Context: an optimization exercise on an open-source flow, tuned for small area. The choices shown serve that exercise and are no tape-out recipe.
Only simulation tests tie the RTL to the original design; equivalence was not proved.

P:
==> flow/design.v (excerpt) <==
module hdmi_text_top (
	input clk,
	input resetn,
	input user_clk,
	input [2:0] user_data_3,
	output [9:0] tmds_ch0,
	output [9:0] tmds_ch1,
	output [9:0] tmds_ch2
);
For scale: roughly 2400 cells after synthesis, about 890 flip-flops, ~26000 um2 of cells after synthesis.
==> flow/config.mk <==
export PLATFORM = sky130hd
export DESIGN_NAME = hdmi_text_top
export DESIGN_NICKNAME = hdmi_text_top
export VERILOG_FILES = /design/flow/design.v
export SDC_FILE = /design/flow/constraint.sdc
export NUM_CORES = 4
export LEC_CHECK = 0
export ABC_AREA = 1
export CAP_MARGIN = 20
export CORE_MARGIN = 2
export CORE_UTILIZATION = 40
export SLEW_MARGIN = 20
==> flow/constraint.sdc <==
create_clock -name core_clock -period 10.0 [get_ports {clk}]
set_input_delay 2.0000 -clock core_clock [delete_from_list [all_inputs] [get_ports {clk}]]
set_output_delay 2.0000 -clock core_clock [all_outputs]
set_load 0.01 [all_outputs]
standard.sh (not shown) runs the stock make flow with config.mk's settings and CLKGATE_MAP_FILE= SYNTH_SCRIPT=/design/flow/synth_recipe.tcl, a recipe that flattens the netlist after the stock synthesis.
==> flow/flow/run.sh <==
#!/bin/bash
set -euo pipefail
export CTS_ARGS="-sink_clustering_enable -repair_clock_nets -sink_clustering_size 24 -sink_clustering_max_diameter 40 -buf_list sky130_fd_sc_hd__clkbuf_8 -dont_use_dummy_load"
bash standard.sh > standard.log 2>&1
Per the final summary, P finished and its layout is clean on timing, DRC and antenna.
--- input diff P..S ---
==> flow/flow/run.sh <==
#!/bin/bash
set -euo pipefail
export CTS_ARGS="-sink_clustering_enable -repair_clock_nets -sink_clustering_size 40 -sink_clustering_max_diameter 60 -buf_list sky130_fd_sc_hd__clkbuf_16 -dont_use_dummy_load"
bash standard.sh > standard.log 2>&1
Notes after the runs:
- No run among S and P stopped early or left any final violation; all are clean.
- Relative to P, the count of clock-buffer cells in the layout measured on S has decreased by more than half.
- Summary of S over P: met3 wirelength from detailed routing saw a decrease, share of the clock period used by the worst path neither gained nor lost much, number of nets in the final layout went down.
- Summary of S over P: antenna diode count -1, fraction of area in non-clock buffers about even, filler cell count in the final layout saw little to no change.

---

Setup of wip/xenon:
hdmi_text_top again, from the RTL that the note above started with.
Settings: LEC_CHECK=0, ABC_AREA=1, CAP_MARGIN=20, CORE_MARGIN=2, CORE_UTILIZATION=40, SLEW_MARGIN=20; clock period 10.0 ns.
==> flow/flow/run.sh <==
#!/bin/bash
set -euo pipefail
export CTS_ARGS="-sink_clustering_enable -repair_clock_nets -sink_clustering_size 18 -sink_clustering_max_diameter 50 -buf_list sky130_fd_sc_hd__clkbuf_8 -dont_use_dummy_load"
bash standard.sh > standard.log 2>&1
The following lists how wip/ember was set up differently from wip/xenon:
- CORE_UTILIZATION: 40 -> 65
- GPL_TIMING_DRIVEN: unset -> 0
==> flow/flow/run.sh <==
#!/bin/bash
set -euo pipefail
export CTS_ARGS="-sink_clustering_enable -repair_clock_nets -sink_clustering_size 20 -sink_clustering_max_diameter 40 -buf_list sky130_fd_sc_hd__clkbuf_8 -dont_use_dummy_load"
export BUFFER_PORTS_ARGS="-buffer_cell sky130_fd_sc_hd__buf_1"
bash standard.sh > standard.log 2>&1
## What came out
wip/ember: flow completed, timing, DRC and antenna clean
The total global-route track usage number comes out higher for wip/ember vs wip/xenon.
Number of vias per cell: wip/xenon and wip/ember compared, higher one is wip/ember
In the final reports, the cell area of wip/ember is smaller than that of wip/xenon.
Comparing multi-input gate share of the layout cell area for wip/xenon and wip/ember, the bigger number came from wip/ember.

--- another note on this design; it stands on its own ---

==> branch yarrow: inputs <==
// hdmi_text_top
module hdmi_text_top (
	input clk,
	input resetn,
	input user_clk,
	input [2:0] user_data_3,
	output [9:0] tmds_ch0,
	output [9:0] tmds_ch1,
	output [9:0] tmds_ch2
);
==> flow/config.mk <==
export PLATFORM = sky130hd
export DESIGN_NAME = hdmi_text_top
export DESIGN_NICKNAME = hdmi_text_top
export VERILOG_FILES = /design/flow/design.v
export SDC_FILE = /design/flow/constraint.sdc
export NUM_CORES = 4
export LEC_CHECK = 0
export ABC_AREA = 1
export CAP_MARGIN = 20
export CORE_MARGIN = 2
export CORE_UTILIZATION = 40
export SLEW_MARGIN = 20
==> flow/constraint.sdc <==
create_clock -name core_clock -period 10.0 [get_ports {clk}]
set_input_delay 2.0000 -clock core_clock [delete_from_list [all_inputs] [get_ports {clk}]]
set_output_delay 2.0000 -clock core_clock [all_outputs]
set_load 0.01 [all_outputs]
standard.sh (not shown) runs the stock make flow with config.mk's settings and CLKGATE_MAP_FILE= SYNTH_SCRIPT=/design/flow/synth_recipe.tcl, a recipe that flattens the netlist after the stock synthesis.
==> flow/flow/run.sh <==
#!/bin/bash
set -euo pipefail
export CTS_ARGS="-sink_clustering_enable -repair_clock_nets -sink_clustering_size 22 -sink_clustering_max_diameter 50 -buf_list sky130_fd_sc_hd__clkbuf_8 -dont_use_dummy_load"
export BUFFER_PORTS_ARGS="-buffer_cell sky130_fd_sc_hd__buf_1"
bash standard.sh > standard.log 2>&1
==> branch violet: changes against branch yarrow <==
==> flow/flow/run.sh (replaced) <==
#!/bin/bash
set -euo pipefail
export CTS_ARGS="-sink_clustering_enable -repair_clock_nets -sink_clustering_size 18 -sink_clustering_max_diameter 50 -buf_list sky130_fd_sc_hd__clkbuf_8 -dont_use_dummy_load"
export BUFFER_PORTS_ARGS="-buffer_cell sky130_fd_sc_hd__buf_1"
bash standard.sh > standard.log 2>&1
==> summary of the runs <==
Branch violet completed with no timing, DRC or antenna violations. Branch yarrow completed without violations. Against branch yarrow, the clock-buffer cell count of branch violet is higher by 8. Between branch violet and branch yarrow, the lower wire length is in branch yarrow (gap about 0.4%, measured against branch yarrow). Of branch yarrow and branch violet, branch violet has the higher worst hold slack (gap 0.023 ns). In branch yarrow the global-route usage is lower than in branch violet, by 0.18 points. Of branch violet and branch yarrow, branch violet has the higher core utilization (gap 0.18 points). In fmax, branch yarrow and branch violet hardly differ. Between branch violet and branch yarrow, the lower via count is in branch yarrow (gap about 0.5%, measured against branch yarrow).

re-timing with driven ports:
Ports are ideal in the flow. The routed layouts listed here were re-timed in OpenROAD.
Step 1 sets driving cells, clkbuf_16 on the clock port and buf_2 on the other inputs (assumed; they add their load-dependent delay and slew).
Step 2, shift: input delay + t, output delay - t, t = (earliest + latest rising clock arrival at the registers) / 2. This alone moves slack from input paths to output paths.
Slacks: no drivers / after step 1 / after step 2; pairs: no drivers / after step 1.
| run | t (ns) | setup WS [ns] | worst hold slack (ns) | worst setup path after step 2 |
|---|---|---|---|---|
| P | 0.705 | 4.867 / 4.867 / 4.867 | 0.232 / 0.232 / 0.232 | register to register |
| S | 0.618 | 4.870 / 4.870 / 4.870 | 0.234 / 0.234 / 0.234 | register to register |
| wip/xenon | 0.675 | 4.871 / 4.871 / 4.871 | 0.281 / 0.281 / 0.281 | register to register |
| wip/ember | 0.652 | 4.617 / 4.617 / 4.617 | 0.264 / 0.264 / 0.264 | register to register |
| branch yarrow | 0.700 | 4.601 / 4.601 / 4.601 | 0.241 / 0.241 / 0.241 | register to register |
| branch violet | 0.668 | 4.595 / 4.595 / 4.595 | 0.264 / 0.264 / 0.264 | register to register |
After both steps setup and hold are still met in every run listed.
